What follows belongs to an exercise in optimizing a design on an open flow for small area, a short achievable clock period and few clock cycles; a production flow would make more cautious choices.
Only simulation tests tie the RTL to the original design; equivalence was not proved.
No activity file was given, so power comes from the tool's default toggle rates.

// CacheController
module CacheController(
    rst,
    clk,
    wr,
    rd,
    data_rd,
    data_wr,
    addr_req,
    addr_resp,
    rdy,
    busy,
    wr_mem,
    rd_mem,
    busy_mem,
    data_rd_mem,
    data_wr_mem,
    addr_mem,
    cache_miss_count,
    cache_hit_count
    );
    input  rst; 
    input  clk; 
    input  wr;
    input  rd;
    output [31:0] data_rd;
    reg    [31:0] data_rd;
    input  [31:0] data_wr;
    input  [31:0] addr_req;
    output [31:0] addr_resp;
    reg    [31:0] addr_resp;
    output rdy;
    reg    rdy;
    output busy;
    output  wr_mem;
    output  rd_mem;
    input   busy_mem;
    input  [31:0] data_rd_mem;
    output [31:0] data_wr_mem;
    output [31:0] addr_mem;
    output [31:0] cache_miss_count;
    reg    [31:0] cache_miss_count;
    output [31:0] cache_hit_count;
    reg    [31:0] cache_hit_count;
    reg [15:0]  cache_valid;
    reg [23:0]  cache_tag [15:0];
    wire [3:0]  addr_index = addr_req[7:4];
    assign busy        = busy_mem;
    assign rd_mem      = rd & ~rst;
    assign wr_mem      = wr & ~rst;
    assign addr_mem    = addr_req;
    assign data_wr_mem = data_wr;
    wire accept = (rd | wr) & ~busy_mem;
    reg         v1;
  ...
Size: roughly 1500 cells after synthesis, roughly 620 flip-flops, roughly 300 I/O pins.
clock: 6.5 ns
lec_check: 0
abc_clock_period_in_ps: 2500
cap_margin: 20
core_margin: 2
core_utilization: 65
cts_buf_list: sky130_fd_sc_hd__clkbuf_8
cts_cluster_diameter: 60
cts_cluster_size: 14
setup_slack_margin: 3.7
slew_margin: 20
run.sh (not shown) runs the stock make flow with config.mk's settings and CLKGATE_MAP_FILE= SYNTH_SCRIPT=/design/flow/synth_recipe.tcl, a recipe that flattens the netlist after the stock synthesis.
The first run ran to the end with no violations.
Testbench counts at the start, summed over its fixed seeds: cycles 12,016.
Next try:
==> flow/flow/run.sh (new file) <==
#!/bin/bash
# The standard layout (the standard.sh, unchanged synthesis and steps),
# with the port buffers that global placement inserts made of the smallest
# buffer cell instead of the one buffer_ports picks by itself; the resizer
# still upsizes any that timing or slew needs.
set -euo pipefail
export BUFFER_PORTS_ARGS="-buffer_cell sky130_fd_sc_hd__buf_1"
bash standard.sh > standard_flow.log 2>&1
==> flow/standard.sh (new file) <==
#!/bin/bash
# synth_recipe.tcl (not shown) runs the flow's synth.tcl, then flattens the netlist and writes it again
# the make line also repeats each setting of config.mk as NAME=value (left out here)
make -C /OpenROAD-flow-scripts/flow DESIGN_CONFIG=/design/flow/config.mk WORK_HOME=/design/flow/orfs CLKGATE_MAP_FILE= SYNTH_SCRIPT=/design/flow/synth_recipe.tcl "${@:-finish}"
--- a/flow/config.mk
+++ b/flow/config.mk
@@ -11,6 +11,5 @@
 export CORE_UTILIZATION = 65
-export CTS_BUF_LIST = sky130_fd_sc_hd__clkbuf_8
-export CTS_CLUSTER_DIAMETER = 60
-export CTS_CLUSTER_SIZE = 14
-export SETUP_SLACK_MARGIN = 3.7
+export CTS_CLUSTER_DIAMETER = 100
+export CTS_CLUSTER_SIZE = 20
+export SETUP_SLACK_MARGIN = 3.6
 export SLEW_MARGIN = 20
removed: flow/run.sh
Register-to-register slack degrades by 0.07 ns.
Flip-flop and latch count is unchanged.
Utilization decreases by 5.2 points.
Power is higher slightly.
Cell area came out lower by a few percent.
Wire length drops by a few percent.
Synthesized area is unchanged.
Setup slack degrades by 0.090 ns.
Hold slack loses 0.0078 ns.
First-iteration DRC count decreases by a little under a tenth.
Synthesized cell count stays the same.
Next try:
--- a/flow/config.mk
+++ b/flow/config.mk
@@ -11,5 +11,6 @@
 export CORE_UTILIZATION = 65
-export CTS_CLUSTER_DIAMETER = 100
-export CTS_CLUSTER_SIZE = 20
-export SETUP_SLACK_MARGIN = 3.6
+export CTS_BUF_LIST = sky130_fd_sc_hd__clkbuf_8
+export CTS_CLUSTER_DIAMETER = 60
+export CTS_CLUSTER_SIZE = 14
+export SETUP_SLACK_MARGIN = 3.5
 export SLEW_MARGIN = 20
Result: The new run produced a clean layout; critical path depth climbs by 1; sequential share of layout area climbs by 0.43 points; routed wire length climbs slightly; design area drops slightly; total power drops by a few percent; sequential power hardly moves; setup slack degrades by 0.065 ns; combinational power stays flat; first-iteration DRC count climbs by a few percent; via count climbs slightly; non-clock buffer count drops by 5.
Next try:
--- a/flow/config.mk
+++ b/flow/config.mk
@@ -10,3 +10,3 @@
 export CORE_MARGIN = 2
-export CORE_UTILIZATION = 65
+export CORE_UTILIZATION = 75
 export CTS_BUF_LIST = sky130_fd_sc_hd__clkbuf_8
@@ -14,3 +14,3 @@
 export CTS_CLUSTER_SIZE = 14
-export SETUP_SLACK_MARGIN = 3.5
+export SETUP_SLACK_MARGIN = 3.6
 export SLEW_MARGIN = 20
Outcome:
- non-clock buffer count increases by 5
- cell count fell by 2.8%
- sequential cell count stays the same
Next try:
--- a/flow/config.mk
+++ b/flow/config.mk
@@ -10,3 +10,3 @@
 export CORE_MARGIN = 2
-export CORE_UTILIZATION = 75
+export CORE_UTILIZATION = 65
 export CTS_BUF_LIST = sky130_fd_sc_hd__clkbuf_8
@@ -14,3 +14,3 @@
 export CTS_CLUSTER_SIZE = 14
-export SETUP_SLACK_MARGIN = 3.6
+export SETUP_SLACK_MARGIN = 3.7
 export SLEW_MARGIN = 20
Result:
- The new run went through all stages and came out clean
- wire length is higher by a few percent
- clock skew is lower by 0.0069 ns
- global-route usage is lower by 4.1 points
- power is higher slightly
- combinational power is higher by a little under a tenth
- cell area is higher by a few percent
- cell count is higher by a few percent
- clock-buffer cell count is lower by 1
- critical path depth does not change
- worst hold slack gets worse by 0.0050 ns
Next try:
==> flow/run.sh (new file) <==
#!/bin/bash
# synth_recipe.tcl (not shown) runs the flow's synth.tcl, then flattens the netlist and writes it again
# the make line also repeats each setting of config.mk as NAME=value (left out here)
make -C /OpenROAD-flow-scripts/flow DESIGN_CONFIG=/design/flow/config.mk WORK_HOME=/design/flow/orfs CLKGATE_MAP_FILE= SYNTH_SCRIPT=/design/flow/synth_recipe.tcl finish
--- a/flow/config.mk
+++ b/flow/config.mk
@@ -10,6 +10,3 @@
 export CORE_MARGIN = 2
-export CORE_UTILIZATION = 65
-export CTS_BUF_LIST = sky130_fd_sc_hd__clkbuf_8
-export CTS_CLUSTER_DIAMETER = 60
-export CTS_CLUSTER_SIZE = 14
+export CORE_UTILIZATION = 55
 export SETUP_SLACK_MARGIN = 3.7
removed: flow/flow/run.sh
removed: flow/standard.sh
The changed run completed with no timing, DRC or antenna violations.
Wire length rises by a few percent.
Total power rises by about a fifth.
Combinational power increases by roughly a tenth.
Clock skew is about the same.
Clock power rises by well over a third.
Sequential share of layout area came out lower by 5.3 points.
Worst setup slack gains 0.071 ns.
Critical path depth stays the same.

-- static timing again, ports no longer ideal --
Ports are ideal in the flow. The routed layouts listed here were re-timed in OpenROAD.
Step 1 (the two cells are an assumption about what drives the block):
set clk [get_ports {clk}]
set_driving_cell -lib_cell sky130_fd_sc_hd__clkbuf_16 $clk
set_driving_cell -lib_cell sky130_fd_sc_hd__buf_2 [delete_from_list [all_inputs] $clk]
Step 2 times the ports against the registers' clock, not the clock port: input delays grow and output delays shrink by t, the midpoint of the rising clock arrivals with the driver on.
Slacks: ideal ports / drivers / drivers and shift; pairs: ideal ports / drivers.
| run | shift t [ns] | setup WS [ns] | slew at the worst register clock pin (ns) | worst data-port slew with drivers (ns) | cell pins on the clock port's net |
|---|---|---|---|---|---|
| the first run | 0.680 | 3.546 / 3.455 / 2.876 | 0.10 / 0.10 | 0.25 | 1 |
| the second run | 0.593 | 3.456 / 3.274 / 2.927 | 0.09 / 0.09 | 0.18 | 1 |
| the third run | 0.656 | 3.391 / 3.248 / 2.739 | 0.10 / 0.10 | 0.21 | 1 |
| the fourth run | 0.651 | 3.547 / 3.462 / 2.946 | 0.10 / 0.10 | 0.18 | 1 |
| the fifth run | 0.698 | 3.509 / 3.408 / 3.002 | 0.10 / 0.10 | 0.14 | 1 |
| the sixth run | 0.690 | 3.580 / 3.515 / 2.971 | 0.07 / 0.07 | 0.20 | 1 |
After both steps every run listed still meets setup and hold. The setup slack of the first run, which loses most, moves by -0.091 ns with the drivers and by -0.670 ns with both steps.
